What follows belongs to an exercise in optimizing a design on an open flow for small area; a production flow would make more cautious choices. Where RTL was checked, it was by simulation tests only, not by an equivalence proof against the original. The flow treats the clock pin as an ideal source, which a real chip does not have. Power is estimated from default activity; no workload was simulated.

Setup of job 5755:
// ecg_hr
module ecg_hr (clk, rst, sample_clk, adc_va, adc_vb,
               spi_sck, dac_a, beat, led, hr_bcd);
Size: about 1100 cells after synthesis, ~190 flip-flops, ~0.010 mm² of cells after synthesis.
export LEC_CHECK = 0
export ABC_AREA = 1
export CAP_MARGIN = 20
export CORE_MARGIN = 2
export CORE_UTILIZATION = 40
export SLEW_MARGIN = 20
create_clock -name core_clock -period 10.0 [get_ports {clk}]
run.sh (not shown) runs the stock make flow with config.mk's settings and CLKGATE_MAP_FILE= SYNTH_SCRIPT=/design/flow/synth_recipe.tcl, a recipe that flattens the netlist after the stock synthesis.
Job 5755: no failed stages, no open violations at the end
Relative to job 5755, the following input files were edited for job 1702:
- ABC_AREA no longer set, was 1
- CORE_UTILIZATION now 60, was 40
==> flow/flow/run.sh (new file) <==
#!/bin/bash
# Layout flow: the standard synthesis and layout, with small port buffers
# (buf_1) and a clock tree of clkbuf_4/clkbuf_8 cells without dummy loads.
set -euo pipefail
bash standard.sh synth > synth.log 2>&1
bash standard.sh \
  "BUFFER_PORTS_ARGS=-buffer_cell sky130_fd_sc_hd__buf_1" \
  "CTS_ARGS=-sink_clustering_enable -repair_clock_nets -dont_use_dummy_load -buf_list {sky130_fd_sc_hd__clkbuf_4 sky130_fd_sc_hd__clkbuf_8}" \
  finish > layout.log 2>&1
==> flow/standard.sh (new file) <==
#!/bin/bash
# synth_recipe.tcl (not shown) runs the flow's synth.tcl, then flattens the netlist and writes it again
# the make line also repeats each setting of config.mk as NAME=value (left out here)
make -C /OpenROAD-flow-scripts/flow DESIGN_CONFIG=/design/flow/config.mk WORK_HOME=/design/flow/orfs CLKGATE_MAP_FILE= SYNTH_SCRIPT=/design/flow/synth_recipe.tcl "${@:-finish}"
removed: flow/run.sh
### Flow results
Changes observed in job 1702 relative to job 5755: data-path buffer share of cell area in the final layout lost 3.3 points, area fraction in compound gates after synthesis lost 2.1 points, total power consumption of the routed design lost 0.20 mW, count of vias placed by the detailed router lost 118.
Job 1702: all stages complete, timing, DRC and antenna checks passed
Changes observed in job 1702 relative to job 5755: clock insertion delay at the later pin of the skew report rose by 0.03 ns, final cell count fell by 170, maximum cell stage delay along the critical path stayed essentially flat.
For job 6611, these inputs were changed with respect to job 1702:
- CORE_UTILIZATION: 60 -> 40
==> flow/run.sh (new file) <==
#!/bin/bash
# synth_recipe.tcl (not shown) runs the flow's synth.tcl, then flattens the netlist and writes it again
# the make line also repeats each setting of config.mk as NAME=value (left out here)
make -C /OpenROAD-flow-scripts/flow DESIGN_CONFIG=/design/flow/config.mk WORK_HOME=/design/flow/orfs CLKGATE_MAP_FILE= SYNTH_SCRIPT=/design/flow/synth_recipe.tcl finish
removed: flow/flow/run.sh
removed: flow/standard.sh
[summary]
Against job 1702 as the reference, job 6611 delivers a lower met2 demand-to-capacity share in global routing. Going from job 1702 to job 6611, the number of buffers outside the clock class in the layout was found to have gone up by about 3%. Job 6611 against job 1702: sequential power flat, via count up 0.81%, global-route total usage across every layer down 6.3 points. Job 6611: number of cells in the finished layout apart from fillers higher than job 1702. Taking job 6611 as 1.0, job 1702 lands at 0.59 on number of fillers in the final layout. Job 6611 ended up with a lower final critical-path share of the clock period than job 1702 did. Job 6611 gives less sequential share of layout area than job 1702 did.
What job 4057 does differently from job 6611 at the input level:
- putting PLACE_DENSITY at 0.8 where nothing was set
- swapping 40 for 70 in CORE_UTILIZATION
==> flow/flow/run.sh (new file) <==
#!/bin/bash
# Layout flow: the standard synthesis and layout, with small port buffers
# (buf_1) and a clock tree of clkbuf_4/clkbuf_8 cells without dummy loads.
set -euo pipefail
bash standard.sh synth > synth.log 2>&1
bash standard.sh \
  "BUFFER_PORTS_ARGS=-buffer_cell sky130_fd_sc_hd__buf_1" \
  "CTS_ARGS=-sink_clustering_enable -repair_clock_nets -dont_use_dummy_load -buf_list {sky130_fd_sc_hd__clkbuf_4 sky130_fd_sc_hd__clkbuf_8}" \
  finish > layout.log 2>&1
==> flow/standard.sh (new file) <==
#!/bin/bash
# synth_recipe.tcl (not shown) runs the flow's synth.tcl, then flattens the netlist and writes it again
# the make line also repeats each setting of config.mk as NAME=value (left out here)
make -C /OpenROAD-flow-scripts/flow DESIGN_CONFIG=/design/flow/config.mk WORK_HOME=/design/flow/orfs CLKGATE_MAP_FILE= SYNTH_SCRIPT=/design/flow/synth_recipe.tcl "${@:-finish}"
removed: flow/run.sh
## What came out
From job 6611 to job 4057, count of multi-input gates did not move at all.
On final design area excluding fillers: job 4057 sits below job 6611.
The flow did not stop early for job 6611: all stages ran, and the layout cleared the timing, DRC and antenna checks.
Job 4057 ran to completion and came out clean on the timing, DRC and antenna checks.
Power dissipated by switching net loads shrinks by a little under 10% when moving from job 6611 to job 4057.
Job 6611 → job 4057: worst hold slack did not really move; sequential share of layout area went up.
Wire: job 4057 routes less than job 6611
Between job 6611 and job 4057, the delay of the slowest critical-path stage does not differ in any meaningful way.
Going from job 6611 to job 4057, the worst setup slack after layout was found to have gone down by 0.040 ns.
No run of this note included a check of the RTL's function; only the layout flow was run.

========
## try-tundra
Another version of the RTL of ecg_hr (not shown whole).
Size in the first run: roughly 760 cells after synthesis, ~65 I/O pins, roughly 9000 um2 of cells after synthesis.
Settings: LEC_CHECK=0, ABC_AREA=1, CAP_MARGIN=20, CORE_MARGIN=2, CORE_UTILIZATION=70, PLACE_DENSITY=0.8, SLEW_MARGIN=20; clock period 10.0 ns.
standard.sh (not shown) runs the stock make flow with config.mk's settings and CLKGATE_MAP_FILE= SYNTH_SCRIPT=/design/flow/synth_recipe.tcl, a recipe that flattens the netlist after the stock synthesis.
==> flow/flow/run.sh <==
#!/bin/bash
# Layout flow.
#  1. the standard synthesis (bash standard.sh synth).
#  2. flow/polopt.py: full adders built on complemented signals where that
#     saves inverters; inverter and buffer chains collapsed.
#  3. Yosys/ABC area re-mapping of the plain logic gates only
#     (flow/abc_remap.script): registers, full and half adders and tie cells
#     are kept as they are (same instances, same names).
#  4. the standard layout from this netlist, with small port buffers
#     (buf_1) and a clock tree of clkbuf_4/clkbuf_8 cells without dummy loads.
# Each tool writes its full output to a log file here.
set -euo pipefail
LIB=$FLOW_HOME/platforms/sky130hd/lib/sky130_fd_sc_hd__tt_025C_1v80.lib
YOSYS=$(command -v yosys || echo "$FLOW_HOME/../tools/install/yosys/bin/yosys")
R=orfs/results/sky130hd/ecg_hr/base

bash standard.sh synth > synth.log 2>&1
cp $R/1_2_yosys.v 1_2_yosys.std.v
python3 flow/polopt.py 1_2_yosys.std.v net_pol.v > polopt.log 2>&1

DONT=$(sed -n '/DONT_USE_CELLS += /,/^#/p' $FLOW_HOME/platforms/sky130hd/config.mk | grep -o 'sky130_fd_sc_hd__[a-z0-9_]*' | sed 's/^/-dont_use /' | tr '\n' ' ')
KEEP="sky130_fd_sc_hd__fa_1 sky130_fd_sc_hd__fa_2 sky130_fd_sc_hd__fa_4 sky130_fd_sc_hd__ha_1 sky130_fd_sc_hd__ha_2 sky130_fd_sc_hd__ha_4 sky130_fd_sc_hd__dfxtp_1 sky130_fd_sc_hd__edfxtp_1 sky130_fd_sc_hd__conb_1"
cat > remap.ys <<EOY
read_liberty -ignore_miss_func $LIB
setattr -mod -set keep_hierarchy 1 $KEEP
read_verilog net_pol.v
hierarchy -top ecg_hr
flatten
opt -purge
abc -liberty $LIB $DONT -dont_use sky130_fd_sc_hd__fa_1 -dont_use sky130_fd_sc_hd__fa_2 -dont_use sky130_fd_sc_hd__fa_4 -dont_use sky130_fd_sc_hd__ha_1 -dont_use sky130_fd_sc_hd__ha_2 -dont_use sky130_fd_sc_hd__ha_4 -script $PWD/flow/abc_remap.script
opt_clean -purge
rename -hide w:_*_.*
splitnets
opt_clean -purge
insbuf -buf sky130_fd_sc_hd__buf_1 A X
select ecg_hr
write_verilog -noattr -nohex -nodec -selected net_remap.v
EOY
$YOSYS -s remap.ys > remap.log 2>&1
cp net_remap.v $R/1_2_yosys.v
rm -f $R/1_synth.odb
bash standard.sh \
  "BUFFER_PORTS_ARGS=-buffer_cell sky130_fd_sc_hd__buf_1" \
  "CTS_ARGS=-sink_clustering_enable -repair_clock_nets -dont_use_dummy_load -buf_list {sky130_fd_sc_hd__clkbuf_4 sky130_fd_sc_hd__clkbuf_8}" \
  "POST_CTS_TCL=$PWD/flow/clkdown.tcl" \
  finish > layout.log 2>&1
==> flow/flow/clkdown.tcl <==
# Run after clock tree synthesis (POST_CTS_TCL): each clkbuf_8 of the clock
# tree is tried as a clkbuf_4 and kept as one if the worst flip-flop clock-pin
# slew (placement parasitics) stays under the target.
proc my_clk_pin_worst_slew {} {
  set w 0
  foreach pin [all_registers -clock_pins -edge_triggered] {
    foreach edge {rise fall} {
      foreach a {min max} {
        set s [get_property $pin slew_${a}_$edge]
        set ps [expr {[sta::time_ui_sta $s] * 1e12}]
        if {$ps > $w} { set w $ps }
      }
    }
  }
  return $w
}
set target 100.0
estimate_parasitics -placement
puts "clkdown: worst clock-pin slew before [my_clk_pin_worst_slew] ps"
set n 0
foreach inst [get_cells *] {
  if {[get_property $inst ref_name] ne "sky130_fd_sc_hd__clkbuf_8"} { continue }
  replace_cell $inst sky130_fd_sc_hd__clkbuf_4
  estimate_parasitics -placement
  set w [my_clk_pin_worst_slew]
  if {$w > $target} {
    replace_cell $inst sky130_fd_sc_hd__clkbuf_8
    estimate_parasitics -placement
  } else {
    incr n
  }
}
puts "clkdown: $n clock buffers now clkbuf_4, worst clock-pin slew [my_clk_pin_worst_slew] ps"
Other scripts of this flow, unchanged in this note and not shown: flow/flow/abc_remap.script, flow/flow/polopt.py
try-tundra closes out successfully: all stages finished, all timing, DRC and antenna checks passed.
The following lists how try-lagoon was set up differently from try-tundra:
-- flow/flow/run.sh --
<<< try-tundra, line 44
  "CTS_ARGS=-sink_clustering_enable -repair_clock_nets -dont_use_dummy_load -buf_list {sky130_fd_sc_hd__clkbuf_4 sky130_fd_sc_hd__clkbuf_8}" \
  "POST_CTS_TCL=$PWD/flow/clkdown.tcl" \
  finish > layout.log 2>&1
>>> try-lagoon, line 44
  "CTS_ARGS=-sink_clustering_enable -repair_clock_nets -dont_use_dummy_load -buf_list {sky130_fd_sc_hd__clkbuf_4 sky130_fd_sc_hd__clkbuf_8}" \
  "RECOVER_POWER=100" \
  finish > layout.log 2>&1
removed: flow/flow/clkdown.tcl
## What came out
To summarise try-lagoon: no stage aborted, but the layout did not pass its checks, failing on capacitance limit, slew limit.
try-lagoon has less setup slack than try-tundra.
The total number of cells along the worst setup path reported for try-lagoon is greater than that of try-tundra by 1.
Diff try-tundra -> try-lagoon: first-pass GRT wire length +430 um; overall power level; sequential cell count shows no meaningful change; critical path data arrival time went down 0.14 ns; largest clock skew in the final design down 0.014 ns.
Between try-lagoon and try-tundra, the number of antenna violations at the first check in global routing is higher for try-tundra.
As far as share of the clock period used by the worst path is concerned, try-tundra and try-lagoon perform about the same.
Lower half-perimeter wire length after detailed placement among try-lagoon and try-tundra: try-lagoon
Sort try-lagoon and try-tundra by via count, ascending, and try-lagoon comes first.

## what the ideal ports hide
Ports are ideal in the flow. The routed layouts listed here were re-timed in OpenROAD.
Step 1: set_driving_cell puts a clkbuf_16 on clk and a buf_2 on each other input, an assumption about the parent block.
Step 2 adds t to the input delays and takes it off the output delays; t is the mean of the earliest and latest rising clock arrival at the registers after step 1. Input paths then give back, and output paths get back, about the clock's delay inside the block.
Slacks: ideal ports / drivers / drivers and shift; pairs: ideal ports / drivers.
| run | t (ns) | setup slack, ns | worst setup path at the end | worst slew at a driven data input, ns | pins driven straight from the clock port |
|---|---|---|---|---|---|
| job 5755 | 0.476 | 0.626 / 0.626 / 0.626 | register to register | 0.05 | 1 |
| job 1702 | 0.487 | 0.460 / 0.460 / 0.460 | register to register | 0.03 | 1 |
| job 6611 | 0.473 | 0.494 / 0.494 / 0.494 | register to register | 0.03 | 1 |
| job 4057 | 0.492 | 0.454 / 0.454 / 0.454 | register to register | 0.03 | 1 |
| try-tundra | 0.634 | 0.466 / 0.466 / 0.466 | register to register | 0.06 | 1 |
| try-lagoon | 0.478 | 0.463 / 0.463 / 0.463 | register to register | 0.06 | 1 |
